Context: an optimization exercise on an open-source flow, tuned for a short achievable clock period. The choices shown serve that exercise and are no tape-out recipe. Where RTL was checked, it was by simulation tests only, not by an equivalence proof against the original. No functional check of the RTL was part of runs 1 and 2. In every run shown here, the design's own scripts or RTL, not TritonCTS, make the clock network. The clock input has no modelled driver; a real chip could not lean on it and would need a root buffer or a full tree. Power figures rest on the tool's default switching activity, not on a simulated workload.

### flow/flow/run.sh
#!/bin/bash
# Standard layout with two changes:
#  - timing repair aims below the clock period (SETUP_SLACK_MARGIN),
#  - after CTS, flow/cts_post.tcl rebuilds the clock tree as two levels
#    of clock inverters: the clock port drives 4, each drives 2, each
#    drives a cluster of flip-flops.
# All tool output goes to standard_flow.log here and ORFS's own logs.
set -euo pipefail
here=$(pwd)
bash standard.sh SETUP_SLACK_MARGIN=6 POST_CTS_TCL="$here/flow/cts_post.tcl" finish > standard_flow.log 2>&1
### flow/flow/cts_post.tcl
# POST_CTS hook: replace the clock tree TritonCTS built with a shallow,
# balanced tree of clock inverter pairs: the clock port drives 4 clock
# inverters (level 1), each at the middle of a quarter of the flip-flops
# (balanced k-means on their placed locations); each drives 2 clock
# inverters (level 2), each at the middle of half of that quarter and
# driving its flip-flops. Every flip-flop sees the clock through the same
# two inversions. Then legalize and repair timing again.
set n1 4
set n2 2
set cell1 sky130_fd_sc_hd__clkinv_16
set cell2 sky130_fd_sc_hd__clkinv_8

set db [ord::get_db]
set block [ord::get_db_block]
set clk [$block findNet clk]

# walk the clock network from the port: buffers, their nets, the sinks
set sinks {}
set bufs {}
set nets {}
set todo [list $clk]
while {[llength $todo]} {
  set n [lindex $todo 0]
  set todo [lrange $todo 1 end]
  foreach it [$n getITerms] {
    if {![$it isInputSignal] && [$it getIoType] ne "INPUT"} { continue }
    set inst [$it getInst]
    set m [$inst getMaster]
    set mname [$m getName]
    if {[$m isSequential] || [string match "*df*" $mname]} {
      lappend sinks $it
    } else {
      lappend bufs $inst
      foreach ot [$inst getITerms] {
        if {[$ot getIoType] eq "OUTPUT"} {
          set on [$ot getNet]
          if {$on ne "NULL"} { lappend nets $on; lappend todo $on }
        }
      }
    }
  }
}
puts "MYCTS: [llength $sinks] sinks, [llength $bufs] tree cells removed, [llength $nets] nets"
foreach it $sinks { $it disconnect }
foreach b $bufs { odb::dbInst_destroy $b }
foreach n $nets { odb::dbNet_destroy $n }


# balanced k-means: pts is a list of {x y}; returns {assignment centers}
proc kmeans {pts k} {
  set n [llength $pts]
  set order [lsort -real -indices [lmap p $pts {expr {[lindex $p 0] + 0.7 * [lindex $p 1]}}]]
  set cs {}
  for {set j 0} {$j < $k} {incr j} {
    lappend cs [lindex $pts [lindex $order [expr {int(($j + 0.5) * $n / $k)}]]]
  }
  set cap [expr {int(ceil(1.0 * $n / $k))}]
  set asg [lrepeat $n 0]
  for {set iter 0} {$iter < 40} {incr iter} {
    set cand {}
    for {set i 0} {$i < $n} {incr i} {
      set p [lindex $pts $i]
      for {set j 0} {$j < $k} {incr j} {
        set c [lindex $cs $j]
        lappend cand [list [expr {abs([lindex $p 0] - [lindex $c 0]) + abs([lindex $p 1] - [lindex $c 1])}] $i $j]
      }
    }
    set cand [lsort -real -index 0 $cand]
    set asg [lrepeat $n -1]
    set cnt [lrepeat $k 0]
    foreach c $cand {
      lassign $c d i j
      if {[lindex $asg $i] >= 0 || [lindex $cnt $j] >= $cap} { continue }
      lset asg $i $j
      lset cnt $j [expr {[lindex $cnt $j] + 1}]
    }
    set ncs {}
    for {set j 0} {$j < $k} {incr j} {
      set sx 0.0; set sy 0.0; set m 0
      for {set i 0} {$i < $n} {incr i} {
        if {[lindex $asg $i] == $j} {
          set sx [expr {$sx + [lindex $pts $i 0]}]
          set sy [expr {$sy + [lindex $pts $i 1]}]
          incr m
        }
      }
      if {$m} { lappend ncs [list [expr {$sx / $m}] [expr {$sy / $m}]] } else { lappend ncs [lindex $cs $j] }
    }
    set cs $ncs
  }
  return [list $asg $cs]
}

proc place_at {inst master xy} {
  lassign $xy x y
  $inst setLocation [expr {int($x - [$master getWidth] / 2)}] [expr {int($y - [$master getHeight] / 2)}]
  $inst setPlacementStatus PLACED
}

set pts {}
foreach it $sinks {
  set bb [[$it getInst] getBBox]
  lappend pts [list [expr {([$bb xMin] + [$bb xMax]) / 2.0}] [expr {([$bb yMin] + [$bb yMax]) / 2.0}]]
}
set m1 [$db findMaster $cell1]
set m2 [$db findMaster $cell2]
lassign [kmeans $pts $n1] asg1 cs1
for {set a 0} {$a < $n1} {incr a} {
  set idx {}
  for {set i 0} {$i < [llength $pts]} {incr i} {
    if {[lindex $asg1 $i] == $a} { lappend idx $i }
  }
  set inv1 [odb::dbInst_create $block $m1 "clkinv_my_$a"]
  set net1 [odb::dbNet_create $block "clknet_my_$a"]
  $net1 setSigType CLOCK
  [$inv1 findITerm A] connect $clk
  [$inv1 findITerm Y] connect $net1
  place_at $inv1 $m1 [lindex $cs1 $a]
  lassign [kmeans [lmap i $idx {lindex $pts $i}] $n2] asg2 cs2
  for {set b 0} {$b < $n2} {incr b} {
    set inv2 [odb::dbInst_create $block $m2 "clkinv_my_${a}_$b"]
    set net2 [odb::dbNet_create $block "clknet_my_${a}_$b"]
    $net2 setSigType CLOCK
    [$inv2 findITerm A] connect $net1
    [$inv2 findITerm Y] connect $net2
    place_at $inv2 $m2 [lindex $cs2 $b]
    set c 0
    for {set j 0} {$j < [llength $idx]} {incr j} {
      if {[lindex $asg2 $j] == $b} {
        [lindex $sinks [lindex $idx $j]] connect $net2
        incr c
      }
    }
    puts "MYCTS: group $a.$b: $c flip-flops"
  }
}
$clk setSigType CLOCK

detailed_placement
check_placement -verbose
estimate_parasitics -placement
report_clock_skew
repair_timing_helper
detailed_placement
check_placement -verbose
estimate_parasitics -placement
report_clock_skew
report_worst_slack -max
report_worst_slack -min
### flow/standard.sh
#!/bin/bash
# synth_recipe.tcl (not shown) runs the flow's synth.tcl, then flattens the netlist and writes it again
# the make line also repeats each setting of config.mk as NAME=value (left out here)
make -C /OpenROAD-flow-scripts/flow DESIGN_CONFIG=/design/flow/config.mk WORK_HOME=/design/flow/orfs CLKGATE_MAP_FILE= SYNTH_SCRIPT=/design/flow/synth_recipe.tcl "${@:-finish}"
### flow/config.mk
export PLATFORM = sky130hd
export DESIGN_NAME = mtm_Alu
export DESIGN_NICKNAME = mtm_Alu
export VERILOG_FILES = /design/flow/design.v
export SDC_FILE = /design/flow/constraint.sdc
export NUM_CORES = 4
export LEC_CHECK = 0
export CAP_MARGIN = 20
export CORE_MARGIN = 2
export CORE_UTILIZATION = 60
export PLACE_DENSITY = 0.75
export SLEW_MARGIN = 20
### flow/constraint.sdc
create_clock -name core_clock -period 8.0 [get_ports {clk}]
set_input_delay 1.6000 -clock core_clock [delete_from_list [all_inputs] [get_ports {clk}]]
set_output_delay 1.6000 -clock core_clock [all_outputs]
set_load 0.01 [all_outputs]
### flow/design.v
module mtm_Alu_deserializer (
  input  wire       clk,
  input  wire       rst_n,
  input  wire       sin,
  output reg        rst_q_n,     
  output wire [7:0] ab_wr,       
  output wire [7:0] ab_byte,
  output wire       step_inv,
  output wire [6:0] step,
  output reg  [2:0] op,
  output reg        res,         
  output reg        e_c9,        
  output reg        e_a5,        
  output reg        e_93         
);
localparam IDLE     = 2'd0;
localparam LOAD     = 2'd1;
localparam DATA_ERR = 2'd2;
localparam STOP     = 2'd3;
reg       sin_q;
reg [1:0] state;
reg [3:0] q;
reg [3:0] r;
reg [3:0] crc;
reg [7:0] pbyte;
assign ab_byte = pbyte;
wire idle_s = (state == IDLE);
wire load_s = (state == LOAD);
wire derr_s = (state == DATA_ERR);
wire stop_s = (state == STOP);
wire last   = (q == 4'd0);
wire r0     = (r == 4'd0);
wire r9     = (r == 4'd9);
wire r10    = (r == 4'd10);
wire rpay   = !r0 && !r9 && !r10;
wire pay    = load_s && rpay;
wire terr   = load_s && r9 && (last ? !sin_q : sin_q);   
wire serr   = load_s && r0 && !sin_q;                    
wire pnext  = load_s && r0 && sin_q && !last;            
wire fin    = load_s && r0 && sin_q && last;             
wire crc_ok = (crc == 4'd0);
wire done   = (derr_s || stop_s) && r0;
genvar i;
generate
  for (i = 0; i < 8; i = i + 1) begin : g_wr
    assign ab_wr[i] = pnext && (q == i + 1);
  end
endgenerate
assign step_inv = load_s && last && (r == 4'd4);
assign step[0]  = load_s && last && (r == 4'd3);
assign step[1]  = load_s && last && (r == 4'd2);
assign step[2]  = load_s && last && (r == 4'd1);
assign step[3]  = load_s && last && r0;
assign step[4]  = stop_s && (r == 4'd2);
assign step[5]  = stop_s && (r == 4'd1);
assign step[6]  = stop_s && r0;
function [3:0] dec4;
  input [3:0] x;
  case (x)
    4'd1:  dec4 = 4'd0;
    4'd2:  dec4 = 4'd1;
    4'd3:  dec4 = 4'd2;
    4'd4:  dec4 = 4'd3;
    4'd5:  dec4 = 4'd4;
    4'd6:  dec4 = 4'd5;
    4'd7:  dec4 = 4'd6;
    4'd8:  dec4 = 4'd7;
    4'd9:  dec4 = 4'd8;
    4'd10: dec4 = 4'd9;
    default: dec4 = 4'd0;
  endcase
endfunction
wire       crc_in = (last && r == 4'd8) ? 1'b1 : sin_q;
wire       fb     = crc[3] ^ crc_in;
wire [3:0] crc_nx = {crc[2:0], 1'b0} ^ {2'b00, fb, fb};
wire op_ok = (pbyte[6:4] == 3'b000) || (pbyte[6:4] == 3'b001) ||
             (pbyte[6:4] == 3'b100) || (pbyte[6:4] == 3'b101);
reg [1:0] state_nx;
reg [3:0] r_nx;
always @(*) begin
  state_nx = IDLE;
  r_nx     = 4'd9;
  case (state)
    IDLE: begin
      state_nx = sin_q ? IDLE : LOAD;
      r_nx     = 4'd9;
    end
    LOAD: begin
      state_nx = LOAD;
      if (r10) begin
        r_nx = sin_q ? 4'd10 : 4'd9;
      end
      else if (r9) begin
        r_nx = terr ? 4'd9 : 4'd8;
        if (terr) state_nx = DATA_ERR;
      end
      else if (r0) begin
        if (!sin_q) begin
          r_nx     = 4'd0;
          state_nx = DATA_ERR;
        end
        else if (!last) begin
          r_nx = 4'd10;
        end
        else begin
          r_nx     = 4'd2;
          state_nx = crc_ok ? STOP : DATA_ERR;
        end
      end
      else begin
        r_nx = dec4(r);
      end
    end
    DATA_ERR: begin
      r_nx     = dec4(r);
      state_nx = r0 ? IDLE : DATA_ERR;
    end
    default: begin
      r_nx     = dec4(r);
      state_nx = r0 ? IDLE : STOP;
    end
  endcase
end
wire       q_ld   = idle_s || pnext;
wire [3:0] q_new  = idle_s ? 4'd8 : dec4(q);
wire       crc_ld = idle_s || pay;
wire [3:0] crc_new = idle_s ? 4'd0 : crc_nx;
wire       op_ld  = pay && last && (r == 4'd5);
wire [2:0] op_new = {pbyte[1:0], sin_q};
wire       cls_ld  = terr || serr || fin || done;
wire       res_new = fin && crc_ok && !pbyte[7] && op_ok;
wire       e93_new = fin && crc_ok && !pbyte[7] && !op_ok;
wire       a5_new  = fin && (!crc_ok || pbyte == 8'b10100101);
wire       c9_new  = terr || serr || (fin && crc_ok && pbyte == 8'b11001001);
always @(posedge clk) begin
  sin_q   <= sin;
  rst_q_n <= rst_n;
  pbyte   <= {pbyte[6:0], sin_q};
  op      <= ({3{op_ld}} & op_new) | ({3{!op_ld}} & op);
  crc     <= ({4{crc_ld}} & crc_new) | ({4{!crc_ld}} & crc);
  if (!rst_q_n) begin
    state <= IDLE;
    q     <= 4'd0;
    r     <= 4'd0;
    res   <= 1'b0;
    e_c9  <= 1'b0;
    e_a5  <= 1'b0;
    e_93  <= 1'b0;
  end
  else begin
    state <= state_nx;
    r     <= r_nx;
    q     <= ({4{q_ld}} & q_new) | ({4{!q_ld}} & q);
    res   <= (cls_ld & res_new) | (!cls_ld & res);
    e_c9  <= (cls_ld & c9_new)  | (!cls_ld & e_c9);
    e_a5  <= (cls_ld & a5_new)  | (!cls_ld & e_a5);
    e_93  <= (cls_ld & e93_new) | (!cls_ld & e_93);
  end
end
endmodule
module mtm_Alu_core(
  input  wire        clk,
  input  wire [7:0]  ab_wr,
  input  wire [7:0]  ab_byte,
  input  wire        step_inv,
  input  wire [6:0]  step,
  input  wire        step_flags,
  input  wire        step_crc,
  input  wire [2:0]  op,
  output wire [31:0] C,
  output wire [7:0]  ctl_byte
);
reg [63:0] ab;
reg        cy;
reg        a31;
reg        cr, of, zr, neg;
reg [2:0]  crc3;
wire [31:0] A = ab[63:32];
wire [31:0] B = ab[31:0];
wire arith = op[2];
wire sub   = op[0];
wire inv   = arith && sub;    
function [5:0] add5;
  input [4:0] a;
  input [4:0] b;
  input       ci;
  reg   [4:0] g, t;
  reg   [5:0] c;
begin
  g = a & b;
  t = a | b;
  c[0] = ci;
  c[1] = g[0] | (t[0] & ci);
  c[2] = g[1] | (t[1] & g[0]) | (t[1] & t[0] & ci);
  c[3] = g[2] | (t[2] & g[1]) | (t[2] & t[1] & g[0]) | (t[2] & t[1] & t[0] & ci);
  c[4] = g[3] | (t[3] & g[2]) | (t[3] & t[2] & g[1]) | (t[3] & t[2] & t[1] & g[0]) |
         (t[3] & t[2] & t[1] & t[0] & ci);
  c[5] = g[4] | (t[4] & g[3]) | (t[4] & t[3] & g[2]) | (t[4] & t[3] & t[2] & g[1]) |
         (t[4] & t[3] & t[2] & t[1] & g[0]) | (t[4] & t[3] & t[2] & t[1] & t[0] & ci);
  add5 = {c[5], a ^ b ^ c[4:0]};
end
endfunction
function integer glo;
  input integer k;
  glo = (k < 4) ? 5 * k : 20 + 4 * (k - 4);
endfunction
function integer gw;
  input integer k;
  gw = (k < 4) ? 5 : 4;
endfunction
wire [31:0] rs;      
wire [6:0]  co;
genvar k;
generate
  for (k = 0; k < 7; k = k + 1) begin : g_grp
    localparam integer L = glo(k);
    localparam integer W = gw(k);
    wire [4:0] a = A[L +: W];
    wire [4:0] b = B[L +: W];
    wire [5:0] s = add5(a, b, (k == 0) ? inv : cy);
    assign co[k] = s[W];
    assign rs[L +: W] = arith ? s[W-1:0] : (sub ? (a[W-1:0] | b[W-1:0]) : (a[W-1:0] & b[W-1:0]));
  end
endgenerate
wire [31:0] st_a;
generate
  for (k = 0; k < 7; k = k + 1) begin : g_st
    assign st_a[glo(k) +: gw(k)] = {gw(k){step[k]}};
  end
endgenerate
wire [63:0] wr;
generate
  for (k = 0; k < 8; k = k + 1) begin : g_wrb
    assign wr[8*k +: 8] = {8{ab_wr[k]}};
  end
endgenerate
wire [63:0] byte8 = {8{ab_byte}};
wire        do_inv = step_inv && inv;
wire [63:0] ab_nx;
assign ab_nx[63:32] = (wr[63:32] & byte8[63:32]) | (st_a & rs) |
                      (~wr[63:32] & ~st_a & ab[63:32]);
assign ab_nx[31:0]  = (wr[31:0] & byte8[31:0]) | ({32{do_inv}} & ~ab[31:0]) |
                      (~wr[31:0] & {32{!do_inv}} & ab[31:0]);
wire any_step = |step;
wire cy_nx    = (|(step & co)) | (!any_step & cy);
wire cr_new  = arith && (sub ? !cy : cy);
wire of_new  = arith && (a31 == (B[31] ^ sub)) && (A[31] != a31);
wire zr_new  = arith && (A == 32'd0);
wire neg_new = arith && (sub ? !cy : A[31]);
wire [2:0] crc_new = nextCRC3_D36({A, 1'b0, cr, of, zr, neg}, 3'b000);
assign C        = A;
assign ctl_byte = {1'b0, cr, of, zr, neg, crc3};
always @(posedge clk) begin
  ab   <= ab_nx;
  cy   <= cy_nx;
  a31  <= (step_inv & A[31]) | (!step_inv & a31);
  cr   <= (step_flags & cr_new)  | (!step_flags & cr);
  of   <= (step_flags & of_new)  | (!step_flags & of);
  zr   <= (step_flags & zr_new)  | (!step_flags & zr);
  neg  <= (step_flags & neg_new) | (!step_flags & neg);
  crc3 <= ({3{step_crc}} & crc_new) | ({3{!step_crc}} & crc3);
end
function [2:0] nextCRC3_D36;
  input [35:0] Data;
  input [2:0] crc;
  reg [35:0] d;
  reg [2:0] c;
  reg [2:0] newcrc;
begin
  d = Data;
  c = crc;
  newcrc[0] = d[35] ^ d[32] ^ d[31] ^ d[30] ^ d[28] ^ d[25] ^ d[24] ^ d[23] ^ d[21] ^ d[18] ^ d[17] ^ d[16] ^ d[14] ^ d[11] ^ d[10] ^ d[9] ^ d[7] ^ d[4] ^ d[3] ^ d[2] ^ d[0] ^ c[2];
  newcrc[1] = d[35] ^ d[33] ^ d[30] ^ d[29] ^ d[28] ^ d[26] ^ d[23] ^ d[22] ^ d[21] ^ d[19] ^ d[16] ^ d[15] ^ d[14] ^ d[12] ^ d[9] ^ d[8] ^ d[7] ^ d[5] ^ d[2] ^ d[1] ^ d[0] ^ c[0] ^ c[2];
  newcrc[2] = d[34] ^ d[31] ^ d[30] ^ d[29] ^ d[27] ^ d[24] ^ d[23] ^ d[22] ^ d[20] ^ d[17] ^ d[16] ^ d[15] ^ d[13] ^ d[10] ^ d[9] ^ d[8] ^ d[6] ^ d[3] ^ d[2] ^ d[1] ^ c[1];
  nextCRC3_D36 = newcrc;
end
endfunction
endmodule
module mtm_Alu_serializer(
  input  wire        clk,    
  input  wire        rst_n,
  input  wire        rst_q_n,
  input  wire [31:0] C,
  input  wire [7:0]  ctl_byte,
  input  wire        res,
  input  wire        e_c9,
  input  wire        e_a5,
  input  wire        e_93,
  output wire        step_flags,
  output wire        step_crc,
  output reg         sout
  );
  reg       idle;
  reg [3:0] ph;     
  reg [2:0] pk;     
  reg       err;    
  reg [1:0] ecode;  
  wire ph0  = (ph == 4'd0);
  wire ph1  = (ph == 4'd1);
  wire ph10 = (ph == 4'd10);
  wire last = err || (pk == 3'd4);
  wire go   = rst_q_n && (res || e_c9 || e_a5 || e_93);
  assign step_flags = !idle && !err && (pk == 3'd0) && (ph == 4'd3);
  assign step_crc   = !idle && !err && (pk == 3'd0) && (ph == 4'd4);
  reg [7:0] dbyte;
  always @(*) begin
    if (err)
      case (ecode)
        2'd0:    dbyte = 8'b11001001;
        2'd1:    dbyte = 8'b10100101;
        default: dbyte = 8'b10010011;
      endcase
    else
      case (pk)
        3'd0:    dbyte = C[31:24];
        3'd1:    dbyte = C[23:16];
        3'd2:    dbyte = C[15:8];
        3'd3:    dbyte = C[7:0];
        default: dbyte = ctl_byte;
      endcase
  end
  reg dbit;
  always @(*) begin
    case (ph)
      4'd2:    dbit = dbyte[7];
      4'd3:    dbit = dbyte[6];
      4'd4:    dbit = dbyte[5];
      4'd5:    dbit = dbyte[4];
      4'd6:    dbit = dbyte[3];
      4'd7:    dbit = dbyte[2];
      4'd8:    dbit = dbyte[1];
      default: dbit = dbyte[0];
    endcase
  end
  reg [3:0] ph_inc;
  always @(*) begin
    case (ph)
      4'd0:    ph_inc = 4'd1;
      4'd1:    ph_inc = 4'd2;
      4'd2:    ph_inc = 4'd3;
      4'd3:    ph_inc = 4'd4;
      4'd4:    ph_inc = 4'd5;
      4'd5:    ph_inc = 4'd6;
      4'd6:    ph_inc = 4'd7;
      4'd7:    ph_inc = 4'd8;
      4'd8:    ph_inc = 4'd9;
      4'd9:    ph_inc = 4'd10;
      default: ph_inc = 4'd0;
    endcase
  end
  reg [2:0] pk_inc;
  always @(*) begin
    case (pk)
      3'd0:    pk_inc = 3'd1;
      3'd1:    pk_inc = 3'd2;
      3'd2:    pk_inc = 3'd3;
      default: pk_inc = 3'd4;
    endcase
  end
  wire       sout_busy = ph0 ? 1'b0 : (ph1 ? last : (ph10 ? 1'b1 : dbit));
  wire       idle_nx   = idle ? !go : (ph10 && last);
  wire [3:0] ph_nx     = idle ? 4'd0 : ph_inc;
  wire       pk_ld     = idle || ph10;
  wire [2:0] pk_new    = idle ? 3'd0 : pk_inc;
  wire [1:0] ecode_new = e_c9 ? 2'd0 : (e_a5 ? 2'd1 : 2'd2);
  always @(posedge clk) begin
    sout  <= !rst_n || idle || sout_busy;
    idle  <= !rst_n || idle_nx;
    ph    <= ph_nx;
    pk    <= ({3{pk_ld}} & pk_new) | ({3{!pk_ld}} & pk);
    err   <= (idle & !res) | (!idle & err);
    ecode <= ({2{idle}} & ecode_new) | ({2{!idle}} & ecode);
  end
endmodule
module mtm_Alu (
    input  wire clk,    
    input  wire rst_n,  
    input  wire sin,    
    output wire sout    
);
wire [7:0]  ab_wr;
wire [7:0]  ab_byte;
wire        step_inv;
wire [6:0]  step;
wire        step_flags;
wire        step_crc;
wire [2:0]  op;
wire        rst_q_n;
wire        d_res, d_c9, d_a5, d_93;
wire [31:0] C;
wire [7:0]  ctl_byte;
mtm_Alu_deserializer u_mtm_Alu_deserializer(
  .clk        (clk),
  .rst_n      (rst_n),
  .sin        (sin),
  .rst_q_n    (rst_q_n),
  .ab_wr      (ab_wr),
  .ab_byte    (ab_byte),
  .step_inv   (step_inv),
  .step       (step),
  .op         (op),
  .res        (d_res),
  .e_c9       (d_c9),
  .e_a5       (d_a5),
  .e_93       (d_93)
);
mtm_Alu_core u_mtm_Alu_core(
  .clk        (clk),
  .ab_wr      (ab_wr),
  .ab_byte    (ab_byte),
  .step_inv   (step_inv),
  .step       (step),
  .step_flags (step_flags),
  .step_crc   (step_crc),
  .op         (op),
  .C          (C),
  .ctl_byte   (ctl_byte)
);
mtm_Alu_serializer u_mtm_Alu_serializer(
  .clk        (clk),
  .rst_n      (rst_n),
  .rst_q_n    (rst_q_n),
  .C          (C),
  .ctl_byte   (ctl_byte),
  .res        (d_res),
  .e_c9       (d_c9),
  .e_a5       (d_a5),
  .e_93       (d_93),
  .step_flags (step_flags),
  .step_crc   (step_crc),
  .sout       (sout)
);
endmodule
==> run notes, run 1 <==
status complete, no violations; DR iter-0 viols 819; logic gate share of total power 44.3%; DRC 0; setup TNS 0 ns; largest net degree at the start of global routing 35; Rows 43; Sink Count 123; internal reg-to-reg setup slack 5.65 ns; area growth from synthesis to layout 21.79%; Overflow after GRT 0; Int Power ~1.4 mW; number of synthesized flops with an enable pin 20; Placer Congestion slightly above 0.9; final setup violation count 0; post-layout util 74.02%; GRT Overall Usage 35.04%; die height 122.1 um; period utilization between 20% and 30%; power per cell area 231.2 nW/um^2; hold depth 1; Syn Nets 1050; Power, Total 2.357 mW; Clock Skews 0.01359 ns; Peak VDD IR 154.1 uV; WP data arrival ~2.4 ns; P_sw 0.9790 mW; core area 13770 um^2; DR pass1 iterations 6; Crit Path Max Fanout 4; share of layout cells above drive strength 1 22.36%; Clock Pin Slew Worst Setup and Hold Paths 0.07 ns; hold_ws 0.4797 ns; Seq/Total Area, Yosys 31.81%; worst-margin pin slew 0.9139 ns; worst r2r src u_mtm_Alu_deserializer.q[0]; fin crit period 2.348 ns; clock latency (worst-skew pair) 0.13 ns; Async SR Flop Fraction 0%; fillers 958; die footprint 14910 um^2; Seq cells post-synth 123; drt wl/cell about 22 um; critical path type flip-flop to flip-flop; Startpoint Class flip-flop; initial antenna violation count 0; Mapped Cells 964; fin area 10190 um^2; sequential group share of total power 41.2%; Highest Clock Rate approximately 430 MHz; RSZ-0062 raised after global routing true; first-pass GRT wire length 40.23 mm; final WL 26.65 mm; Worst setup EP type flip-flop; ys flop type dfxtp_1; Post-DP Area 8617 um^2; half-perimeter wire length after placement 15.27 mm; Antenna Cells 0; required time worst endpoint 8.01 ns; Worst R2R Path Depth 12; Final #Nets between 1000 and 1500; Hold Path Class flip-flop to flip-flop; Top Ports 4; via count ~8000; clock share of power 14.6%; Synth Area per Inst 8.683 um^2; synthesized area roughly 8400 um^2; Die Wd 122.1 um; Pleak 4.106 nW; Hold Fails Final Rpt 0; relative slew slack 38.43%; Final ANT Viol Nets 0; vias per inst 6.707; I/O Buffers 3; MaxCap Viol Count 0; sw frac between 40 and 50%; number of global-route vias before repair between 7000 and 8000; Final Max Slew Viols 0; Netlist cell types 68; Ys Warns 3; initial core utilization 60.77%
[worst max-delay path, cell delays in order, from the launching register on]
cell and delay (ns):
dfxtp_4 0.35, nor4_4 0.33, inv_2 0.11, ha_4 0.23, nor3b_4 0.21, o21ai_1 0.11
a21oi_1 0.23, a21oi_2 0.07, nor2_2 0.14, inv_2 0.07, ha_4 0.17, mux2i_1 0.13
o22ai_1 0.10
[worst max-delay path by stage]
stage                                 from                        end  slack, ns  depth (start not counted)
3_3_place_gp                         rst_n  u_mtm_Alu_serializer.sout       5.06                          5
6_report       u_mtm_Alu_deserializer.q[0]                  flip-flop       5.65                         12
5_1_grt        u_mtm_Alu_deserializer.q[0]                  flip-flop       5.52                         12
3_5_place_dp                         rst_n  u_mtm_Alu_serializer.sout       5.05                          5
2_1_floorplan                        rst_n  u_mtm_Alu_serializer.sout       5.67                          4
[metrics by stage]
step	std cells	setup slack, ns
5_1_grt	1195	5.520
2_1_floorplan	964	5.673
6_report	1195	5.652
3_3_place_gp	1105	5.063
3_5_place_dp	1105	5.050
[power groups by stage]
stage | Sequential [mW] | Clock [mW] | Combinational, mW
2_1_floorplan | 0.880 | 0 | 0.755
3_3_place_gp | 0.975 | 0 | 0.834
3_5_place_dp | 0.979 | 0 | 0.858
5_1_grt | 0.982 | 0.377 | 1.13
6_report | 0.970 | 0.343 | 1.04
[cells by family (layout without fill, tap and decap cells)]
kind of cell / after synthesis / count (layout) / synth area share (%)
muxes: 16 / 16 / 3.124
DFF: 123 / 123 / 31.81
and+or+nand+nor: 284 / 284 / 17.74
adders and majority gates: 83 / 83 / 13.03
buffers and inverters: 140 / 191 / 6.472
AOI/OAI and AO/OA: 254 / 254 / 21.12
xor gates and xnor gates: 64 / 64 / 6.697
[area by class of cell]
cell class	instances	area, um^2	share of cell area (%)
inverters	105	600.6	5.891
multi-input cells	701	5791	56.80
well taps	180	225.2	2.209
repair buffers	86	874.6	8.579
flip-flops and latches	123	2704	26.52
[cells in the final DEF, fill, tap and decap left out, types with 7 or more instances in the layout]
master    Yosys  layout
o21ai_0      44      27
mux4_2        8       8
o21ai_1       0      16
nand4_1       8       8
nand2_2       1       8
nand2_1      38      29
dfxtp_4       0       9
buf_4         3      53
clkinv_8      0       8
nor3_1       10       7
edfxtp_1     20      20
nor2_4        0      11
dfxtp_1     103      88
a221o_1      42      42
xnor2_1      46      46
nand3_1      11       7
a22oi_2       0       9
o31ai_1      10       8
nand2b_1     16      14
nor4_1       11       8
nor4_4        5       7
a211oi_1     25      24
buf_6         0      25
nor2b_1      20      17
xor2_1       18      18
nor2_1      123     110
inv_1        91      88
ha_1         76      71
a21oi_1      66      58
[layer usage]
layer	GRT usage, %	share of wire, %	wire length, um
met5	0	0	0
met3	5.384	8.6	2296
met1	43.86	38	10230
met2	58.17	47	12590
met4	18.68	5.8	1533
[Yosys cell counts, types with 18 or more instances]
cell | instances | share of area (%)
a221o_1 | 42 | 5.0
o21ai_0 | 44 | 2.6
nor2_1 | 123 | 5.5
xor2_1 | 18 | 1.9
nand2_1 | 38 | 1.7
a211oi_1 | 25 | 2.2
nor2b_1 | 20 | 1.5
edfxtp_1 | 20 | 7.2
a21oi_1 | 66 | 3.9
dfxtp_1 | 103 | 25
inv_1 | 91 | 4.1
xnor2_1 | 46 | 4.8
ha_1 | 76 | 11
clkbuf_1 | 34 | 1.5
==> inputs of run 2 (changes only) <==
--- a/flow/design.v
+++ b/flow/design.v
@@ -54,22 +54,32 @@
 assign step[4]  = stop_s && (r == 4'd2);
 assign step[5]  = stop_s && (r == 4'd1);
 assign step[6]  = stop_s && r0;
-function [3:0] dec4;
-  input [3:0] x;
-  case (x)
-    4'd1:  dec4 = 4'd0;
-    4'd2:  dec4 = 4'd1;
-    4'd3:  dec4 = 4'd2;
-    4'd4:  dec4 = 4'd3;
-    4'd5:  dec4 = 4'd4;
-    4'd6:  dec4 = 4'd5;
-    4'd7:  dec4 = 4'd6;
-    4'd8:  dec4 = 4'd7;
-    4'd9:  dec4 = 4'd8;
-    4'd10: dec4 = 4'd9;
-    default: dec4 = 4'd0;
+reg [3:0] r_dec, q_dec;
+always @(*) begin
+  case (r)
+    4'd1:  r_dec = 4'd0;
+    4'd2:  r_dec = 4'd1;
+    4'd3:  r_dec = 4'd2;
+    4'd4:  r_dec = 4'd3;
+    4'd5:  r_dec = 4'd4;
+    4'd6:  r_dec = 4'd5;
+    4'd7:  r_dec = 4'd6;
+    4'd8:  r_dec = 4'd7;
+    4'd9:  r_dec = 4'd8;
+    4'd10: r_dec = 4'd9;
+    default: r_dec = 4'd0;
   endcase
-endfunction
+  case (q)
+    4'd2:  q_dec = 4'd1;
+    4'd3:  q_dec = 4'd2;
+    4'd4:  q_dec = 4'd3;
+    4'd5:  q_dec = 4'd4;
+    4'd6:  q_dec = 4'd5;
+    4'd7:  q_dec = 4'd6;
+    4'd8:  q_dec = 4'd7;
+    default: q_dec = 4'd0;
+  endcase
+end
 wire       crc_in = (last && r == 4'd8) ? 1'b1 : sin_q;
 wire       fb     = crc[3] ^ crc_in;
 wire [3:0] crc_nx = {crc[2:0], 1'b0} ^ {2'b00, fb, fb};
@@ -108,21 +118,21 @@
         end
       end
       else begin
-        r_nx = dec4(r);
+        r_nx = r_dec;
       end
     end
     DATA_ERR: begin
-      r_nx     = dec4(r);
+      r_nx     = r_dec;
       state_nx = r0 ? IDLE : DATA_ERR;
     end
     default: begin
-      r_nx     = dec4(r);
+      r_nx     = r_dec;
       state_nx = r0 ? IDLE : STOP;
     end
   endcase
 end
 wire       q_ld   = idle_s || pnext;
-wire [3:0] q_new  = idle_s ? 4'd8 : dec4(q);
+wire [3:0] q_new  = idle_s ? 4'd8 : q_dec;
 wire       crc_ld = idle_s || pay;
 wire [3:0] crc_new = idle_s ? 4'd0 : crc_nx;
 wire       op_ld  = pay && last && (r == 4'd5);
@@ -136,8 +146,8 @@
   sin_q   <= sin;
   rst_q_n <= rst_n;
   pbyte   <= {pbyte[6:0], sin_q};
-  op      <= ({3{op_ld}} & op_new) | ({3{!op_ld}} & op);
-  crc     <= ({4{crc_ld}} & crc_new) | ({4{!crc_ld}} & crc);
+  if (op_ld)  op  <= op_new;
+  if (crc_ld) crc <= crc_new;
   if (!rst_q_n) begin
     state <= IDLE;
     q     <= 4'd0;
@@ -150,11 +160,13 @@
   else begin
     state <= state_nx;
     r     <= r_nx;
-    q     <= ({4{q_ld}} & q_new) | ({4{!q_ld}} & q);
-    res   <= (cls_ld & res_new) | (!cls_ld & res);
-    e_c9  <= (cls_ld & c9_new)  | (!cls_ld & e_c9);
-    e_a5  <= (cls_ld & a5_new)  | (!cls_ld & e_a5);
-    e_93  <= (cls_ld & e93_new) | (!cls_ld & e_93);
+    if (q_ld) q <= q_new;
+    if (cls_ld) begin
+      res  <= res_new;
+      e_c9 <= c9_new;
+      e_a5 <= a5_new;
+      e_93 <= e93_new;
+    end
   end
 end
 endmodule
@@ -253,12 +265,14 @@
 always @(posedge clk) begin
   ab   <= ab_nx;
   cy   <= cy_nx;
-  a31  <= (step_inv & A[31]) | (!step_inv & a31);
-  cr   <= (step_flags & cr_new)  | (!step_flags & cr);
-  of   <= (step_flags & of_new)  | (!step_flags & of);
-  zr   <= (step_flags & zr_new)  | (!step_flags & zr);
-  neg  <= (step_flags & neg_new) | (!step_flags & neg);
-  crc3 <= ({3{step_crc}} & crc_new) | ({3{!step_crc}} & crc3);
+  if (step_inv) a31 <= A[31];
+  if (step_flags) begin
+    cr  <= cr_new;
+    of  <= of_new;
+    zr  <= zr_new;
+    neg <= neg_new;
+  end
+  if (step_crc) crc3 <= crc_new;
 end
 function [2:0] nextCRC3_D36;
   input [35:0] Data;
@@ -367,9 +381,11 @@
     sout  <= !rst_n || idle || sout_busy;
     idle  <= !rst_n || idle_nx;
     ph    <= ph_nx;
-    pk    <= ({3{pk_ld}} & pk_new) | ({3{!pk_ld}} & pk);
-    err   <= (idle & !res) | (!idle & err);
-    ecode <= ({2{idle}} & ecode_new) | ({2{!idle}} & ecode);
+    if (pk_ld) pk <= pk_new;
+    if (idle) begin
+      err   <= !res;
+      ecode <= ecode_new;
+    end
   end
 endmodule
 module mtm_Alu (
==> run notes, run 2 <==
status complete, no violations; Clock Pin Slew Worst Setup and Hold Paths 0.07 ns (about the same); first-pass GRT wire length 39.68 mm (-1.4%); Startpoint Class input pin; post-synth top area cell dfxtp_1; slowest stage delay, CP 0.29 ns (-0.06 ns); Hold Path End u_mtm_Alu_deserializer.pbyte[0]; GRT Overall Usage 34.97% (-0.068 points); hold depth 0 (-1); area growth from synthesis to layout 15.60%; r2r endpoint u_mtm_Alu_deserializer.e_93; critical path type input pin to flip-flop; Netlist cell types 75 (+10%); Hold Fails Final Rpt 0 (unchanged); Final #Nets 1068 (-3.2%); Clock Skews 0.02658 ns (+0.01299 ns); sequential cell area 2634 um^2 (-2.6%); Rows 42 (-2.3%); top cell type's share of synthesized area 24.11% (-0.53 points); setup TNS 0 ns (unchanged); worst-margin pin slew 0.7580 ns (-0.1559 ns); cells along the critical path buf_6, nor2b_4, o21ai_1, a31oi_1, nand4_1, o32a_1; DR pass1 iterations 7 (+1); required time worst endpoint 8.01 ns (about the same); DR iter-0 viols 977 (+19%); core area 13300 um^2 (-3.5%); ys flop type dfxtp_1; WP buf/inv 1 (-1); RSZ-0062 raised after global routing true; Seq cells post-synth 119 (-3.3%); P_sw 0.8587 mW (-12%); die height 121.1 um (-0.86%); internal reg-to-reg setup slack 5.74 ns (+0.09 ns); Antenna Cells 0 (unchanged); Final Max Slew Viols 0 (unchanged); Commonest cells post-synth 131 x nor2_1, 99 x dfxtp_1, 96 x inv_1, 73 x ha_1, 62 x a21oi_1; Largest register FFs 64; fillers 978 (+2.1%); power per cell area 218.8 nW/um^2 (-5.4%); number of synthesized flops with an enable pin 20 (unchanged); commonest non-fill, non-tap cell in the layout nor2_1; Seq/Total Area, Yosys 31.41% (-0.40 points); top flop regs u_mtm_Alu_core.ab (64), u_mtm_Alu_deserializer.pbyte (8); area of the multi-input gates 5366 um^2 (-7.3%); Sink Count 119 (-3.3%); Crit Path Max Fanout 3 (-1); Die Wd 121.1 um (-0.86%); Async SR Flop Fraction 0% (unchanged); final setup violation count 0 (unchanged); sw frac 41.30% (-0.24 points); largest net degree at the start of global routing 34 (-2.9%); Top Ports 4 (unchanged); Worst setup EP type flip-flop; clock latency (worst-skew pair) 0.14 ns (about the same); Int Power 1.221 mW (-11%); DRC 0 (unchanged); most frequent cells in the layout 127 x nor2_1, 93 x inv_1, 82 x dfxtp_1, 70 x ha_1, 55 x a21oi_1; Synth Area per Inst 8.600 um^2 (-0.96%); top-count cell post-synth nor2_1; Ys Warns 3 (unchanged); min-delay src u_mtm_Alu_deserializer.sin_q; Power, Total 2.079 mW (-12%); initial core utilization 61.84% (+1.1 points); vias per inst 6.530 (-2.6%); Overflow after GRT 0 (unchanged); I/O Buffers 3 (unchanged); drt wl/cell 22.05 um (-1.2%); synthesized area 8222 um^2 (-1.8%); logic gate share of total power 39.6% (-4.7 points); initial antenna violation count 0 (unchanged); die footprint 14660 um^2 (-1.7%); Placer Congestion 0.9283 (+1.2%); Worst R2R Path Depth 10 (-2); relative slew slack 49.40% (+11 points); Reg with most FFs u_mtm_Alu_core.ab; sequential group share of total power 43.4% (+2.2 points); top post-synthesis cells by area dfxtp_1 24%, ha_1 11%, edfxtp_1 7.3%; top cell family by delay on the critical path compound AO/OA/AOI/OAI gates; Mapped Cells 956 (-0.83%); WP data arrival 2.40 ns (+0.05 ns); fin crit period 2.390 ns (+0.04192 ns); clock share of power 17.0% (+2.4 points); Syn Nets 1039 (-1.0%); Highest Clock Rate 418.4 MHz (-1.8%); number of global-route vias before repair 7286 (-1.2%); Hold Path Class flip-flop to flip-flop; share of layout cells above drive strength 1 16.48% (-5.9 points); half-perimeter wire length after placement 15.28 mm (about the same); period utilization 29.87% (+0.52 points); MaxCap Viol Count 0 (unchanged); Worst path slowest cell o32a_1; Final ANT Viol Nets 0 (unchanged); Peak VDD IR 179.5 uV (+17%); via count 7568 (-5.6%); Pleak 3.800 nW (-7.4%); worst r2r src u_mtm_Alu_deserializer.q[3]; final WL 25.55 mm (-4.1%)
==> run 2: cell type report <==
| cell class | instances | area share, % |
|---|---|---|
| flip-flops and latches | 119 | 27.71 |
| well taps | 176 | 2.317 |
| multi-input cells | 694 | 56.46 |
| inverters | 108 | 6.451 |
| repair buffers | 62 | 7.056 |
==> run 2: power by group through the flow <==
stage               combinational (mW)  sequential, mW  clock, mW
floorplan                        0.629           0.823          0
global placement                 0.693           0.904          0
detailed placement               0.716           0.907          0
global route                     0.904           0.911      0.378
finish                           0.824           0.901      0.354
==> run 2: layer usage <==
metal	track usage (%)	part of all wire, %	vias to the layer above
li1	-	-	3451
met1	44.98	40	3557
met2	55.58	46	435
met3	6.673	8.4	125
met4	18.53	5.3	0
met5	0	0	-
==> run 2: through the flow <==
step                hold slack, ns  worst slack, ns  utilization, %  std cells  area, um^2
finish                      0.4601            5.610           71.49       1159        9504
global route                0.4655            5.522           71.49       1159        9504
detailed placement          0.4649            5.049           62.68       1092        8333
global placement            0.4560            5.055           62.68       1092        8333
floorplan                   0.3290            5.627               -        956        8275
==> run 2: worst max path at each step <==
stage	start	end	slack [ns]	depth (start not counted)
after floorplan	rst_n	u_mtm_Alu_serializer.sout	5.63	5
after global placement	rst_n	u_mtm_Alu_serializer.sout	5.05	6
after detailed placement	rst_n	u_mtm_Alu_serializer.sout	5.05	6
after global routing	rst_n	u_mtm_Alu_serializer.sout	5.52	6
final	rst_n	u_mtm_Alu_serializer.sout	5.61	6
==> run 2: kinds of logic (layout without fill, tap and decap cells) <==
family / Yosys count / in the layout / synth area share [%]
and+or+nand+nor: 279 / 279 / 17.33
xor gates and xnor gates: 66 / 66 / 7.031
DFF: 119 / 119 / 31.41
AOI/OAI and AO/OA: 249 / 249 / 21.78
muxes: 20 / 20 / 2.587
buffers and inverters: 143 / 170 / 7.046
adders and majority gates: 80 / 80 / 12.81
==> inputs of run 3 (changes only) <==
--- a/flow/design.v
+++ b/flow/design.v
@@ -377,9 +377,12 @@
   wire       pk_ld     = idle || ph10;
   wire [2:0] pk_new    = idle ? 3'd0 : pk_inc;
   wire [1:0] ecode_new = e_c9 ? 2'd0 : (e_a5 ? 2'd1 : 2'd2);
+  wire sout_d, idle_d;
+  mtm_Alu_rst_or u_sout_rst (.rst_n(rst_n), .a(idle || sout_busy), .y(sout_d));
+  mtm_Alu_rst_or u_idle_rst (.rst_n(rst_n), .a(idle_nx), .y(idle_d));
   always @(posedge clk) begin
-    sout  <= !rst_n || idle || sout_busy;
-    idle  <= !rst_n || idle_nx;
+    sout  <= sout_d;
+    idle  <= idle_d;
     ph    <= ph_nx;
     if (pk_ld) pk <= pk_new;
     if (idle) begin
@@ -388,6 +391,13 @@
     end
   end
 endmodule
+module mtm_Alu_rst_or(
+  input  wire rst_n,
+  input  wire a,
+  output wire y
+  );
+  assign y = !rst_n || a;
+endmodule
 module mtm_Alu (
     input  wire clk,    
     input  wire rst_n,  
--- a/flow/config.mk
+++ b/flow/config.mk
@@ -10,3 +10,5 @@
 export CORE_UTILIZATION = 60
 export PLACE_DENSITY = 0.75
 export SLEW_MARGIN = 20
+export SYNTH_HIERARCHICAL = 1
+export SYNTH_MINIMUM_KEEP_SIZE = 0
==> run notes, run 3 <==
Syn Nets 1044 (+0.48%); Overflow after GRT 0 (unchanged); sequential cell area 2615 um^2 (-0.71%); RSZ-0062 raised after global routing true; hold_ws 0.4664 ns (+0.006252 ns); hold depth 2 (+2); Crit Path Max Fanout 3 (unchanged); MaxCap Viol Count 0 (unchanged); critical path type flip-flop to flip-flop; Worst setup EP type flip-flop; number of global-route vias before repair 6900 (-5.3%); Highest Clock Rate 440.1 MHz (+5.2%); vias per inst 6.389 (-2.2%); fin area 10000 um^2 (+5.3%); period utilization 28.41% (-1.5 points); worst r2r src u_mtm_Alu_deserializer.q[0]; DRC 0 (unchanged); Final #Nets 1085 (+1.6%); Rows 43 (+2.4%); cells along the critical path nor4_4, inv_2, ha_4, inv_4, o22ai_4, a2111oi_4, inv_2, ha_4, inv_1, mux2i_1, o21ai_1; Largest register FFs 64 (unchanged); Power, Total 2.382 mW (+15%); fin crit period 2.272 ns (-0.1175 ns); Worst path slowest cell nor4_4; WP buf/inv 4 (+3); Final ANT Viol Nets 0 (unchanged); Setup crit start u_mtm_Alu_deserializer.q[0]; Hold Fails Final Rpt 0 (unchanged); Sink Count 119 (unchanged); die height 122.0 um (+0.77%); initial core utilization 60.88% (-0.95 points); Final Max Slew Viols 0 (unchanged); Clock Skews 0.02314 ns (-0.003439 ns); clock latency (worst-skew pair) 0.13 ns (about the same); GRT Overall Usage 31.79% (-3.2 points); final WL 24.11 mm (-5.6%); fillers 973 (-0.51%); worst-margin pin slew 0.8567 ns (+0.09868 ns); Hold Path Class flip-flop to flip-flop; Startpoint Class flip-flop; half-perimeter wire length after placement 14.97 mm (-2.0%); area of the multi-input gates 5710 um^2 (+6.4%); drt wl/cell 20.43 um (-7.3%); top flop regs u_mtm_Alu_core.ab (64), u_mtm_Alu_deserializer.pbyte (8); relative slew slack 42.81% (-6.6 points); Antenna Cells 0 (unchanged); I/O Buffers 3 (unchanged); post-route setup slack 5.728 ns (+0.1175 ns); Worst R2R Path Depth 11 (+1); Pleak 3.965 nW (+4.3%); Reg with most FFs u_mtm_Alu_core.ab; Peak VDD IR 214.4 uV (+19%); Mapped Cells 961 (+0.52%); area growth from synthesis to layout 19.76%; share of layout cells above drive strength 1 23.30% (+6.8 points); min-delay src u_mtm_Alu_deserializer.e_93; die footprint 14880 um^2 (+1.5%); dpl ws 4.873 ns (-0.1753 ns); core area 13720 um^2 (+3.2%); DR pass1 iterations 5 (-2); Hold Path End u_mtm_Alu_deserializer.e_93; Post-DP Area 8503 um^2 (+2.0%); Top Ports 4 (unchanged); first-pass GRT wire length 36.89 mm (-7.0%); WP data arrival 2.27 ns (-0.13 ns); initial antenna violation count 0 (unchanged); Synth Area per Inst 8.692 um^2 (+1.1%); internal reg-to-reg setup slack 5.73 ns (about the same); via count 7539 (-0.38%); top cell family by delay on the critical path adder cells; largest net degree at the start of global routing 66 (+94%); status complete, no violations; Clock Pin Slew Worst Setup and Hold Paths 0.06 ns (about the same); slowest stage delay, CP 0.37 ns (+0.08 ns); r2r endpoint u_mtm_Alu_deserializer.r_dec[1]; commonest non-fill, non-tap cell in the layout nor2_1; Placer Congestion 0.9266 (-0.18%); Ys Warns 9 (+6); final setup violation count 0 (unchanged); DR iter-0 viols 750 (-23%); most frequent cells in the layout 96 x nor2_1, 93 x inv_1, 87 x dfxtp_1, 69 x ha_1, 51 x buf_4; synthesized area 8353 um^2 (+1.6%); power per cell area 238.1 nW/um^2 (+8.8%); Die Wd 122.0 um (+0.77%); required time worst endpoint 8.00 ns (about the same); setup TNS 0 ns (unchanged)
[run 3: worst max-delay path by stage]
stage	to	slack, ns	cells past startpoint
floorplan	u_mtm_Alu_deserializer.r_dec[1]	5.71	12
global placement	u_mtm_Alu_core.ab[11]	4.97	6
detailed placement	u_mtm_Alu_core.ab[11]	4.87	6
global route	u_mtm_Alu_deserializer.r_dec[1]	5.60	9
finish	u_mtm_Alu_deserializer.r_dec[1]	5.73	11
[run 3: per-stage QoR]
step,utilization (%),std cells
2_1_floorplan,-,961
3_3_place_gp,61.98,1092
3_5_place_dp,61.98,1092
5_1_grt,72.91,1180
6_report,72.91,1180
[run 3: area by class of cell]
| type | instances | area share, % |
|---|---|---|
| Sequential cell | 119 | 26.14 |
| Tap cell | 180 | 2.251 |
| Timing Repair Buffer | 85 | 8.243 |
| Multi-Input combinational cell | 684 | 57.09 |
| Inverter | 112 | 6.279 |
[run 3: metal layers]
metal  share of wire (%)  vias to the layer above  track usage, %
met4                 3.9                        0           10.63
met1                  41                     3592           43.73
met2                  46                      379           51.01
met3                 8.5                       84           5.103
met5                   0                        -               0
li1                    -                     3484               -
[run 3: report_power, final]
group	internal [mW]	switching, mW
Sequential	0.746	0.221
Clock	0.0916	0.245
Combinational	0.563	0.514
Total	1.40	0.980
[run 3: worst min-delay path, cell delays in order, from the launching register on]
cell     delay [ns]
dfxtp_1        0.31
nand3_1        0.06
a21oi_1        0.05
==> inputs of run 4 (changes only) <==
--- a/flow/design.v
+++ b/flow/design.v
@@ -13,129 +13,54 @@
   output reg        e_a5,        
   output reg        e_93         
 );
-localparam IDLE     = 2'd0;
-localparam LOAD     = 2'd1;
-localparam DATA_ERR = 2'd2;
-localparam STOP     = 2'd3;
-reg       sin_q;
-reg [1:0] state;
-reg [3:0] q;
-reg [3:0] r;
-reg [3:0] crc;
-reg [7:0] pbyte;
-assign ab_byte = pbyte;
-wire idle_s = (state == IDLE);
-wire load_s = (state == LOAD);
-wire derr_s = (state == DATA_ERR);
-wire stop_s = (state == STOP);
-wire last   = (q == 4'd0);
-wire r0     = (r == 4'd0);
-wire r9     = (r == 4'd9);
-wire r10    = (r == 4'd10);
-wire rpay   = !r0 && !r9 && !r10;
-wire pay    = load_s && rpay;
-wire terr   = load_s && r9 && (last ? !sin_q : sin_q);   
-wire serr   = load_s && r0 && !sin_q;                    
-wire pnext  = load_s && r0 && sin_q && !last;            
-wire fin    = load_s && r0 && sin_q && last;             
+reg        sin_q;
+reg        idle_s, load_s, derr_s, stop_s;
+reg [8:0]  qh;
+reg [10:0] rh;
+reg [3:0]  crc;
+reg [7:0]  pbyte;
+reg        wr;
+reg [7:0]  stp;
+assign ab_byte  = pbyte;
+assign ab_wr    = {8{wr}} & qh[8:1];
+assign step_inv = stp[0];
+assign step     = stp[7:1];
+wire last  = qh[0];
+wire rpay  = |rh[8:1];
+wire pay   = load_s && rpay;
+wire terr  = load_s && rh[9] && (last ? !sin_q : sin_q);   
+wire serr  = load_s && rh[0] && !sin_q;                    
+wire pnext = load_s && rh[0] && sin_q && !last;            
+wire fin   = load_s && rh[0] && sin_q && last;             
 wire crc_ok = (crc == 4'd0);
-wire done   = (derr_s || stop_s) && r0;
-genvar i;
-generate
-  for (i = 0; i < 8; i = i + 1) begin : g_wr
-    assign ab_wr[i] = pnext && (q == i + 1);
-  end
-endgenerate
-assign step_inv = load_s && last && (r == 4'd4);
-assign step[0]  = load_s && last && (r == 4'd3);
-assign step[1]  = load_s && last && (r == 4'd2);
-assign step[2]  = load_s && last && (r == 4'd1);
-assign step[3]  = load_s && last && r0;
-assign step[4]  = stop_s && (r == 4'd2);
-assign step[5]  = stop_s && (r == 4'd1);
-assign step[6]  = stop_s && r0;
-reg [3:0] r_dec, q_dec;
-always @(*) begin
-  case (r)
-    4'd1:  r_dec = 4'd0;
-    4'd2:  r_dec = 4'd1;
-    4'd3:  r_dec = 4'd2;
-    4'd4:  r_dec = 4'd3;
-    4'd5:  r_dec = 4'd4;
-    4'd6:  r_dec = 4'd5;
-    4'd7:  r_dec = 4'd6;
-    4'd8:  r_dec = 4'd7;
-    4'd9:  r_dec = 4'd8;
-    4'd10: r_dec = 4'd9;
-    default: r_dec = 4'd0;
-  endcase
-  case (q)
-    4'd2:  q_dec = 4'd1;
-    4'd3:  q_dec = 4'd2;
-    4'd4:  q_dec = 4'd3;
-    4'd5:  q_dec = 4'd4;
-    4'd6:  q_dec = 4'd5;
-    4'd7:  q_dec = 4'd6;
-    4'd8:  q_dec = 4'd7;
-    default: q_dec = 4'd0;
-  endcase
-end
-wire       crc_in = (last && r == 4'd8) ? 1'b1 : sin_q;
+wire done  = (derr_s || stop_s) && rh[0];
+wire       crc_in = (last && rh[8]) ? 1'b1 : sin_q;
 wire       fb     = crc[3] ^ crc_in;
 wire [3:0] crc_nx = {crc[2:0], 1'b0} ^ {2'b00, fb, fb};
 wire op_ok = (pbyte[6:4] == 3'b000) || (pbyte[6:4] == 3'b001) ||
              (pbyte[6:4] == 3'b100) || (pbyte[6:4] == 3'b101);
-reg [1:0] state_nx;
-reg [3:0] r_nx;
+wire to_load = idle_s && !sin_q;
+wire to_derr = terr || serr || (fin && !crc_ok);
+wire to_stop = fin && crc_ok;
+wire to_idle = done;
+reg [10:0] rh_nx;
 always @(*) begin
-  state_nx = IDLE;
-  r_nx     = 4'd9;
-  case (state)
-    IDLE: begin
-      state_nx = sin_q ? IDLE : LOAD;
-      r_nx     = 4'd9;
-    end
-    LOAD: begin
-      state_nx = LOAD;
-      if (r10) begin
-        r_nx = sin_q ? 4'd10 : 4'd9;
-      end
-      else if (r9) begin
-        r_nx = terr ? 4'd9 : 4'd8;
-        if (terr) state_nx = DATA_ERR;
-      end
-      else if (r0) begin
-        if (!sin_q) begin
-          r_nx     = 4'd0;
-          state_nx = DATA_ERR;
-        end
-        else if (!last) begin
-          r_nx = 4'd10;
-        end
-        else begin
-          r_nx     = 4'd2;
-          state_nx = crc_ok ? STOP : DATA_ERR;
-        end
-      end
-      else begin
-        r_nx = r_dec;
-      end
-    end
-    DATA_ERR: begin
-      r_nx     = r_dec;
-      state_nx = r0 ? IDLE : DATA_ERR;
-    end
-    default: begin
-      r_nx     = r_dec;
-      state_nx = r0 ? IDLE : STOP;
-    end
-  endcase
+  if (idle_s)
+    rh_nx = 11'b010_0000_0000;                           
+  else if (load_s && rh[10])
+    rh_nx = sin_q ? 11'b100_0000_0000 : 11'b010_0000_0000;
+  else if (load_s && rh[9])
+    rh_nx = terr ? 11'b010_0000_0000 : 11'b001_0000_0000;
+  else if (load_s && rh[0])
+    rh_nx = !sin_q ? 11'b000_0000_0001 : (last ? 11'b000_0000_0100 : 11'b100_0000_0000);
+  else
+    rh_nx = {1'b0, rh[10:1]};
 end
 wire       q_ld   = idle_s || pnext;
-wire [3:0] q_new  = idle_s ? 4'd8 : q_dec;
+wire [8:0] q_new  = idle_s ? 9'b1_0000_0000 : {1'b0, qh[8:1]};
 wire       crc_ld = idle_s || pay;
 wire [3:0] crc_new = idle_s ? 4'd0 : crc_nx;
-wire       op_ld  = pay && last && (r == 4'd5);
+wire       op_ld  = pay && last && rh[5];
 wire [2:0] op_new = {pbyte[1:0], sin_q};
 wire       cls_ld  = terr || serr || fin || done;
 wire       res_new = fin && crc_ok && !pbyte[7] && op_ok;
@@ -146,21 +71,29 @@
   sin_q   <= sin;
   rst_q_n <= rst_n;
   pbyte   <= {pbyte[6:0], sin_q};
+  wr      <= load_s && rh[1] && !last;
+  stp     <= {stp[6:0], load_s && last && rh[5]};
   if (op_ld)  op  <= op_new;
   if (crc_ld) crc <= crc_new;
   if (!rst_q_n) begin
-    state <= IDLE;
-    q     <= 4'd0;
-    r     <= 4'd0;
-    res   <= 1'b0;
-    e_c9  <= 1'b0;
-    e_a5  <= 1'b0;
-    e_93  <= 1'b0;
+    idle_s <= 1'b1;
+    load_s <= 1'b0;
+    derr_s <= 1'b0;
+    stop_s <= 1'b0;
+    qh     <= 9'd0;
+    rh     <= 11'd0;
+    res    <= 1'b0;
+    e_c9   <= 1'b0;
+    e_a5   <= 1'b0;
+    e_93   <= 1'b0;
   end
   else begin
-    state <= state_nx;
-    r     <= r_nx;
-    if (q_ld) q <= q_new;
+    idle_s <= (idle_s && sin_q) || to_idle;
+    load_s <= to_load || (load_s && !to_derr && !to_stop);
+    derr_s <= to_derr || (derr_s && !to_idle);
+    stop_s <= to_stop || (stop_s && !to_idle);
+    rh     <= rh_nx;
+    if (q_ld) qh <= q_new;
     if (cls_ld) begin
       res  <= res_new;
       e_c9 <= c9_new;
==> run notes, run 4 <==
status complete, no violations; worst r2r src u_mtm_Alu_serializer.pk[0]; Startpoint Class flip-flop; Die Wd 123.0 um (+0.84%); top flop regs u_mtm_Alu_core.ab (64), u_mtm_Alu_deserializer.rh (11), u_mtm_Alu_deserializer.qh (9); hold_ws 0.4217 ns (-0.04468 ns); number of global-route vias before repair 6309 (-8.6%); setup TNS 0 ns (unchanged); r2r endpoint u_mtm_Alu_serializer.sout; Crit Path Max Fanout 1 (-2); Ys Warns 9 (unchanged); Final Max Slew Viols 0 (unchanged); Reg with most FFs u_mtm_Alu_core.ab; area of the multi-input gates 4946 um^2 (-13%); Syn Nets 1021 (-2.2%); power per cell area 126.6 nW/um^2 (-47%); Highest Clock Rate 466.3 MHz (+6.0%); DR iter-0 viols 648 (-14%); met2 WL post-DR 9.620 mm (-14%); Final ANT Viol Nets 0 (unchanged); Worst R2R Path Depth 6 (-5); area growth from synthesis to layout 4.416%; critical path depth in cells 1 (-10); relative slew slack 45.95% (+3.1 points); met3 wire len 1.409 mm (-31%); Hold Fails Final Rpt 0 (unchanged); Hold Path Class flip-flop to flip-flop; synthesized area 8499 um^2 (+1.8%); Final #Nets 994 (-8.4%); WP data arrival 0.54 ns (-1.73 ns); fin crit period 2.144 ns (-0.1281 ns); dpl ws 5.594 ns (+0.7208 ns); RSZ-0062 raised after global routing true; cells along the critical path buf_2; I/O Buffers 3 (unchanged); Worst path slowest cell dfxtp_1; via count 6784 (-10%); post-route setup slack 5.856 ns (+0.1281 ns); GRT Overall Usage 28.26% (-3.5 points); Sink Count 138 (+16%); Overflow after GRT 0 (unchanged); largest net degree at the start of global routing 67 (+1.5%); Pleak 3.577 nW (-9.8%); commonest non-fill, non-tap cell in the layout dfxtp_1; Top Ports 4 (unchanged); Antenna Cells 0 (unchanged); final setup violation count 0 (unchanged); WL met1 9.248 mm (-7.3%); required time worst endpoint 6.40 ns (-1.60 ns); MaxCap Viol Count 0 (unchanged); initial antenna violation count 0 (unchanged); die footprint 15130 um^2 (+1.7%); Peak VDD IR 125.3 uV (-42%); post-layout util 63.94% (-9.0 points); drt wl/cell 19.23 um (-5.9%); half-perimeter wire length after placement 14.58 mm (-2.6%); Synth Area per Inst 9.042 um^2 (+4.0%); Largest register FFs 64 (unchanged); Clock Skews 0.02834 ns (+0.005193 ns); sequential cell area 2975 um^2 (+14%); Rows 43 (unchanged); most frequent cells in the layout 108 x dfxtp_1, 98 x nor2_1, 91 x inv_1, 71 x ha_1, 49 x a21oi_1; Placer Congestion 0.9023 (-2.6%); vias per inst 6.218 (-2.7%); Mapped Cells 940 (-2.2%); Clock Pin Slew Worst Setup and Hold Paths 0.07 ns (about the same); Finished Layout Cells 1091 (-7.5%); core area 13880 um^2 (+1.2%); share of layout cells above drive strength 1 6.806% (-16 points); worst-margin pin slew 0.8077 ns (-0.04895 ns); max layer used met4; first-pass GRT wire length 33.31 mm (-9.7%); slowest stage delay, CP 0.29 ns (-0.08 ns); hold depth 0 (-2); placed cells 1071 (-1.9%); DR pass1 iterations 5 (unchanged); period utilization 26.80% (-1.6 points); Worst setup EP type output pin; internal reg-to-reg setup slack 5.97 ns (+0.24 ns); die height 123.0 um (+0.84%); WP buf/inv 1 (-3); final WL 20.98 mm (-13%); DRC 0 (unchanged); min-delay src u_mtm_Alu_deserializer.stp[5]; fillers 1150 (+18%); top cell family by delay on the critical path flip-flops; initial core utilization 61.23% (+0.35 points); clock latency (worst-skew pair) 0.14 ns (about the same); Hold Path End u_mtm_Alu_deserializer.stp[6]; critical path type flip-flop to output pin
## run 4: cell type report
cell class	instances	area share (%)
inverter	104	6.711
multi-input combinational	655	55.73
timing repair buffer	14	1.494
tap	180	2.538
sequential	138	33.53
## run 4: how the worst max path moves through the flow
stage                              start   end
5_1_grt        u_mtm_Alu_serializer.sout  sout
3_5_place_dp   u_mtm_Alu_serializer.sout  sout
3_3_place_gp   u_mtm_Alu_serializer.sout  sout
2_1_floorplan  u_mtm_Alu_serializer.sout  sout
6_report       u_mtm_Alu_serializer.sout  sout
## run 4: stage by stage
stage / power, mW / instance area (um^2)
finish: 1.123 / 8875
detailed placement: 0.7668 / 8499
global placement: 0.7659 / 8499
floorplan: 0.7569 / 8499
global route: 1.160 / 8875
## run 4: report_power, final
part           leakage (nW)  total, mW  internal [mW]  switching (mW)
clock network         0.101      0.370         0.0908           0.279
registers              1.16      0.729          0.709          0.0198
logic                  2.32     0.0243         0.0128          0.0115
total                  3.58       1.12          0.813           0.310
## run 4: layer usage
metal | vias up | global-route usage (%)
met5 | - | 0
met4 | 0 | 11.08
met3 | 52 | 5.028
met2 | 236 | 45.51
met1 | 3256 | 37.81
li1 | 3240 | -
==> inputs of run 5 (changes only) <==
--- a/flow/flow/run.sh
+++ b/flow/flow/run.sh
@@ -7,4 +7,5 @@
 # All tool output goes to standard_flow.log here and ORFS's own logs.
 set -euo pipefail
 here=$(pwd)
+export MY_CTS_N2=3
 bash standard.sh SETUP_SLACK_MARGIN=6 POST_CTS_TCL="$here/flow/cts_post.tcl" finish > standard_flow.log 2>&1
--- a/flow/flow/cts_post.tcl
+++ b/flow/flow/cts_post.tcl
@@ -9,6 +9,8 @@
 set n2 2
 set cell1 sky130_fd_sc_hd__clkinv_16
 set cell2 sky130_fd_sc_hd__clkinv_8
+if {[info exists ::env(MY_CTS_N2)]} { set n2 $::env(MY_CTS_N2) }
+if {[info exists ::env(MY_CTS_CELL2)]} { set cell2 $::env(MY_CTS_CELL2) }
 
 set db [ord::get_db]
 set block [ord::get_db_block]
==> run notes, run 5 <==
Overflow after GRT 0 (unchanged); top flop regs u_mtm_Alu_core.ab (64), u_mtm_Alu_deserializer.rh (11), u_mtm_Alu_deserializer.qh (9); Startpoint Class flip-flop; half-perimeter wire length after placement 14.58 mm (unchanged); final setup violation count 0 (unchanged); fillers 1148 (-0.17%); number of global-route vias before repair 6360 (+0.81%); Mapped Cells 940 (unchanged); first-pass GRT wire length 33.42 mm (+0.33%); status complete, no violations; final WL 21.04 mm (+0.29%); period utilization 26.80% (about the same); I/O Buffers 3 (unchanged); Syn Nets 1021 (unchanged); logic gate share of total power 2.1% (about the same); WP data arrival 0.54 ns (about the same); Top Ports 4 (unchanged); Antenna Cells 0 (unchanged); worst-margin pin slew 0.7864 ns (-0.02135 ns); slowest stage delay, CP 0.29 ns (about the same); DR pass1 iterations 7 (+2); power per cell area 132.0 nW/um^2 (+4.3%); synthesized area 8499 um^2 (unchanged); clock share of power 36.0% (+3.1 points); Highest Clock Rate 466.4 MHz (about the same); critical path type flip-flop to output pin; Worst R2R Path Depth 6 (unchanged); Peak VDD IR 118.2 uV (-5.7%); DR iter-0 viols 639 (-1.4%); setup TNS 0 ns (unchanged); drt wl/cell 19.22 um (about the same); critical path depth in cells 1 (unchanged); Final ANT Viol Nets 0 (unchanged); Sink Count 138 (unchanged); crit path to sout; r2r endpoint u_mtm_Alu_serializer.sout; Reg with most FFs u_mtm_Alu_core.ab; die footprint 15130 um^2 (unchanged); Final Max Slew Viols 0 (unchanged); relative slew slack 47.38% (+1.4 points); initial antenna violation count 0 (unchanged); via count 6800 (+0.24%); Clock Skews 0.03655 ns (+0.008210 ns); die height 123.0 um (unchanged); P_sw 0.3473 mW (+12%); fin crit period 2.144 ns (-0.0005100 ns); Hold Path Class flip-flop to flip-flop; Placer Congestion 0.9023 (unchanged); Rows 43 (unchanged); Crit Path Max Fanout 1 (unchanged); Setup crit start u_mtm_Alu_serializer.sout; Pleak 3.608 nW (+0.88%); DRC 0 (unchanged); cells along the critical path buf_2; Int Power 0.8336 mW (+2.5%); Die Wd 123.0 um (unchanged); RSZ-0062 raised after global routing true; Worst setup EP type output pin; Worst path slowest cell dfxtp_1; Clock Pin Slew Worst Setup and Hold Paths 0.05 ns (-0.02 ns); WP buf/inv 1 (unchanged); worst r2r src u_mtm_Alu_serializer.pk[0]; Ys Warns 9 (unchanged); sw frac 29.41% (+1.8 points); area growth from synthesis to layout 5.226%; GRT Overall Usage 28.29% (+0.029 points); clock latency (worst-skew pair) 0.15 ns (about the same); Largest register FFs 64 (unchanged); Hold Fails Final Rpt 0 (unchanged); share of layout cells above drive strength 1 7.104% (+0.30 points); internal reg-to-reg setup slack 5.98 ns (about the same); MaxCap Viol Count 0 (unchanged); most frequent cells in the layout 109 x dfxtp_1, 98 x nor2_1, 92 x inv_1, 71 x ha_1; commonest non-fill, non-tap cell in the layout dfxtp_1; Synth Area per Inst 9.042 um^2 (unchanged); Final #Nets 998 (+0.40%); largest net degree at the start of global routing 67 (unchanged); hold_ws 0.4203 ns (-0.001367 ns); core area 13880 um^2 (unchanged); required time worst endpoint 6.40 ns (about the same); initial core utilization 61.23% (unchanged); sequential group share of total power 61.9% (-3.0 points); vias per inst 6.210 (-0.13%); top cell family by delay on the critical path flip-flops
run 5: per-stage QoR:
| stage | util (%) | instances | cell area, um^2 | setup WS [ns] | power, mW |
|---|---|---|---|---|---|
| 2_1_floorplan | - | 940 | 8499 | 6.069 | 0.7569 |
| 3_3_place_gp | 61.23 | 1071 | 8499 | 5.591 | 0.7659 |
| 3_5_place_dp | 61.23 | 1071 | 8499 | 5.594 | 0.7668 |
| 5_1_grt | 64.43 | 1095 | 8944 | 5.830 | 1.214 |
| 6_report | 64.43 | 1095 | 8944 | 5.856 | 1.181 |
run 5: cell type report:
type                            count  area, um^2  share of cell area, %
Inverter                          108       660.6                  7.387
Multi-Input combinational cell    655        4950                  55.34
Sequential cell                   138        2974                  33.25
Tap cell                          180       225.2                  2.518
Timing Repair Buffer               14       133.9                  1.497
run 5: worst min-delay path by stage:
stage               slack [ns]  cells after the start                           from                             to
detailed placement        0.41                      0  u_mtm_Alu_deserializer.stp[5]  u_mtm_Alu_deserializer.stp[6]
global placement          0.40                      0  u_mtm_Alu_deserializer.stp[5]  u_mtm_Alu_deserializer.stp[6]
finish                    0.42                      0  u_mtm_Alu_deserializer.stp[5]  u_mtm_Alu_deserializer.stp[6]
floorplan                 0.33                      0  u_mtm_Alu_deserializer.stp[1]  u_mtm_Alu_deserializer.stp[2]
global route              0.44                      0  u_mtm_Alu_deserializer.stp[5]  u_mtm_Alu_deserializer.stp[6]
run 5: power by group through the flow:
stage | clock (mW) | combinational [mW] | sequential [mW]
final | 0.426 | 0.0244 | 0.731
after global routing | 0.457 | 0.0266 | 0.730
after floorplan | 0 | 0.0268 | 0.730
after global placement | 0 | 0.0203 | 0.746
after detailed placement | 0 | 0.0211 | 0.746
run 5: routing by layer:
metal,wire (um),up-vias,track usage (%)
li1,-,3255,-
met1,9133,3216,37.40
met2,9639,277,45.41
met3,1591,52,5.858
met4,677,0,11.22
met5,0,-,0

port drivers added, routing unchanged:
The flow's constraints put no driver on any port. The routed layouts listed below were extracted and timed again, unchanged, in two steps. Step 1, drivers: a clkbuf_16 drives clk and a buf_2 each remaining input, both assumed. Step 2 also shifts input and output timing later by t, the mid clock arrival at the registers, as if the neighbouring blocks saw the same clock. a / b / c = no drivers / after step 1 / after step 2; a / b = the first two.
run | t (ns) | slack for setup (ns) | worst register clock-pin slew, ns | pins driven straight from the clock port
run 1 | 0.331 | 5.652 / 5.633 / 5.562 | 0.07 / 0.07 | 4
run 2 | 0.347 | 5.610 / 5.617 / 5.443 | 0.08 / 0.09 | 4
run 3 | 0.328 | 5.728 / 5.659 / 5.727 | 0.08 / 0.08 | 4
run 4 | 0.337 | 5.856 / 5.649 / 5.856 | 0.09 / 0.09 | 4
run 5 | 0.349 | 5.856 / 5.640 / 5.849 | 0.08 / 0.08 | 4
After both steps every run listed still meets setup and hold. For run 2, which loses most, drivers alone change the setup slack by +0.007 ns; drivers and shift together by -0.167 ns.
